Context: an optimization exercise on an open-source flow, tuned for small area. The choices shown serve that exercise and are no tape-out recipe. Only simulation tests tie the RTL to the original design; equivalence was not proved.

==> flow/design.v (excerpt) <==
module BRAM_GPU(
        input wire vga_clk,
        input wire rst,
        output wire [3:0] r,
        output wire [3:0] g,
        output wire [3:0] b,
        output wire hs,
        output wire vs,
        output wire [11:0] bram_addr_blk,
        input wire [15:0] bram_rdata_blk,
        output wire [12:0] bram_addr_txtr,
        input wire [11:0] bram_rdata_txtr
);
reg [10:0] hc;       
reg [9:0] vc;        
reg first;           
reg [11:0] npix;     
reg [11:0] rgb;
wire h_last = hc[10] & hc[8] & hc[6];                   
wire h_pre  = hc[10] & hc[8] & (&hc[5:0]);              
wire v_last = vc[9] & vc[8] & vc[5] & vc[2] & vc[0];     
wire [10:0] hc_nxt = h_last ? 11'd0 : hc + 11'd1;
wire [9:0]  vc_nxt = h_pre ? (v_last ? 10'd0 : vc + 10'd1) : vc;
always @(posedge vga_clk)
    if (rst) begin
        hc <= 11'd1344;
        vc <= 10'd0;
    end else begin
        hc <= hc_nxt;
        vc <= vc_nxt;
    end
always @(posedge vga_clk)
    first <= rst;
assign bram_addr_blk = {vc_nxt[9:5] + {4'd0, hc_nxt[10]}, hc_nxt[9:5], 2'b00};
assign bram_addr_txtr = {bram_rdata_blk[14:12], vc[4:0], hc[4:0]};
wire h0 = ~|hc;
wire vtop = vc[9] & vc[8] & ~|vc[7:4];                  
assign hs = hc[10] & ~hc[9] & ~hc[8] & (hc[7:0] >= 8'd27) & (hc[7:0] < 8'd163);
wire vs_prev = (~|hc[10:2] & ~(hc[1] & hc[0])) | h_last;   
assign vs = vtop & (vs_prev ? (vc[3:0] >= 4'd4 && vc[3:0] <= 4'd9)
                            : (vc[3:0] >= 4'd3 && vc[3:0] <= 4'd8));
wire v768 = vtop & ~|vc[3:0];
wire vblank = vc[9] & vc[8] & ~(h0 ? v768 : v_last);
wire blank = ((hc[10] | vblank) & ~first) | rst;
wire border = (h0 || (~hc[10] & &hc[9:0]) || ~|vc || vc == 10'd767) & ~first;
wire glyph;
CHAR_ROM character_rom(
    .char_number(bram_rdata_blk[5:0]),
    .char_line(vc[4:0]),
    .column(hc[4:0]),
  ...
For scale: roughly 760 cells after synthesis, about 69 I/O pins, about 4700 µm² of cells after synthesis.
Settings: LEC_CHECK=0, ABC_AREA=1, CAP_MARGIN=20, CORE_MARGIN=2, CORE_UTILIZATION=35, CTS_BUF_LIST=sky130_fd_sc_hd__clkbuf_8, GPL_TIMING_DRIVEN=0, SETUP_SLACK_MARGIN=0.5, SLEW_MARGIN=20, SYNTH_MEMORY_MAX_BITS=131072; clock period 10.0 ns.
standard.sh (not shown) runs the stock make flow with config.mk's settings and CLKGATE_MAP_FILE= SYNTH_SCRIPT=/design/flow/synth_recipe.tcl, a recipe that flattens the netlist after the stock synthesis.
==> flow/flow/run.sh <==
#!/bin/bash
# The standard layout (standard.sh) with these changes:
#  - synthesis maps the logic with an area-oriented ABC script (flow/abc_area.script:
#    &nf area mapping, no ABC buffering or resizing), leaves adders to ABC instead of
#    extracting half/full adder cells, and inserts no buffers on pass-through wires;
#    registers are mapped exactly as standard.sh does;
#  - the port buffers inserted at global placement are sky130_fd_sc_hd__buf_1.
# Each step's full log stays under orfs/logs; make's own output goes to make_*.log here.
set -euo pipefail
W=$(pwd)
rm -rf "$W/scripts"
cp -r "$FLOW_HOME/scripts" "$W/scripts"
cp "$W/flow/abc_area.script" "$W/scripts/abc_area.script"
bash standard.sh SCRIPTS_DIR="$W/scripts" ADDER_MAP_FILE= SYNTH_INSBUF=0 synth > make_synth.log 2>&1
bash standard.sh BUFFER_PORTS_ARGS="-buffer_cell sky130_fd_sc_hd__buf_1" CTS_ARGS="-sink_clustering_enable -repair_clock_nets -buf_list sky130_fd_sc_hd__clkbuf_8 -sink_clustering_size 24 -dont_use_dummy_load" finish > make_finish.log 2>&1
==> flow/flow/abc_area.script <==
&get -n
&st
&dch -f
&nf -p -R 1000 -F 8 -A 8
&put
topo
stime -c
==> next run, changes <==
--- a/flow/flow/run.sh
+++ b/flow/flow/run.sh
@@ -14,2 +14,2 @@
 bash standard.sh SCRIPTS_DIR="$W/scripts" ADDER_MAP_FILE= SYNTH_INSBUF=0 synth > make_synth.log 2>&1
-bash standard.sh BUFFER_PORTS_ARGS="-buffer_cell sky130_fd_sc_hd__buf_1" CTS_ARGS="-sink_clustering_enable -repair_clock_nets -buf_list sky130_fd_sc_hd__clkbuf_8 -sink_clustering_size 24 -dont_use_dummy_load" finish > make_finish.log 2>&1
+bash standard.sh BUFFER_PORTS_ARGS="-buffer_cell sky130_fd_sc_hd__buf_1" finish > make_finish.log 2>&1
--- a/flow/config.mk
+++ b/flow/config.mk
@@ -10,6 +10,6 @@
 export CORE_MARGIN = 2
-export CORE_UTILIZATION = 35
+export CORE_UTILIZATION = 40
 export CTS_BUF_LIST = sky130_fd_sc_hd__clkbuf_8
 export GPL_TIMING_DRIVEN = 0
-export SETUP_SLACK_MARGIN = 0.5
+export SETUP_SLACK_MARGIN = 0.8
 export SLEW_MARGIN = 20
Effect: Design area came out lower by 0.54%. Die area came out lower by about 12%. Sequential share of layout area came out higher by 0.12 points.

## port drivers added, routing unchanged
No port has a modelled driver above. Below, the same layouts with a new extraction and two added sets of constraints.
Step 1 assumes that a clkbuf_16 drives the clock port and a buf_2 every other input.
Step 2 also shifts input and output timing later by t, the mid clock arrival at the registers, as if the neighbouring blocks saw the same clock.
Slacks: ideal / step 1 / step 2; pairs: ideal / step 1.
run	shift t [ns]	setup WS [ns]	worst setup path at the end
the first run	0.328	0.466 / 0.466 / 0.466	register to register
the second run	0.329	0.594 / 0.594 / 0.594	register to register
After both steps setup and hold are still met in every run listed.
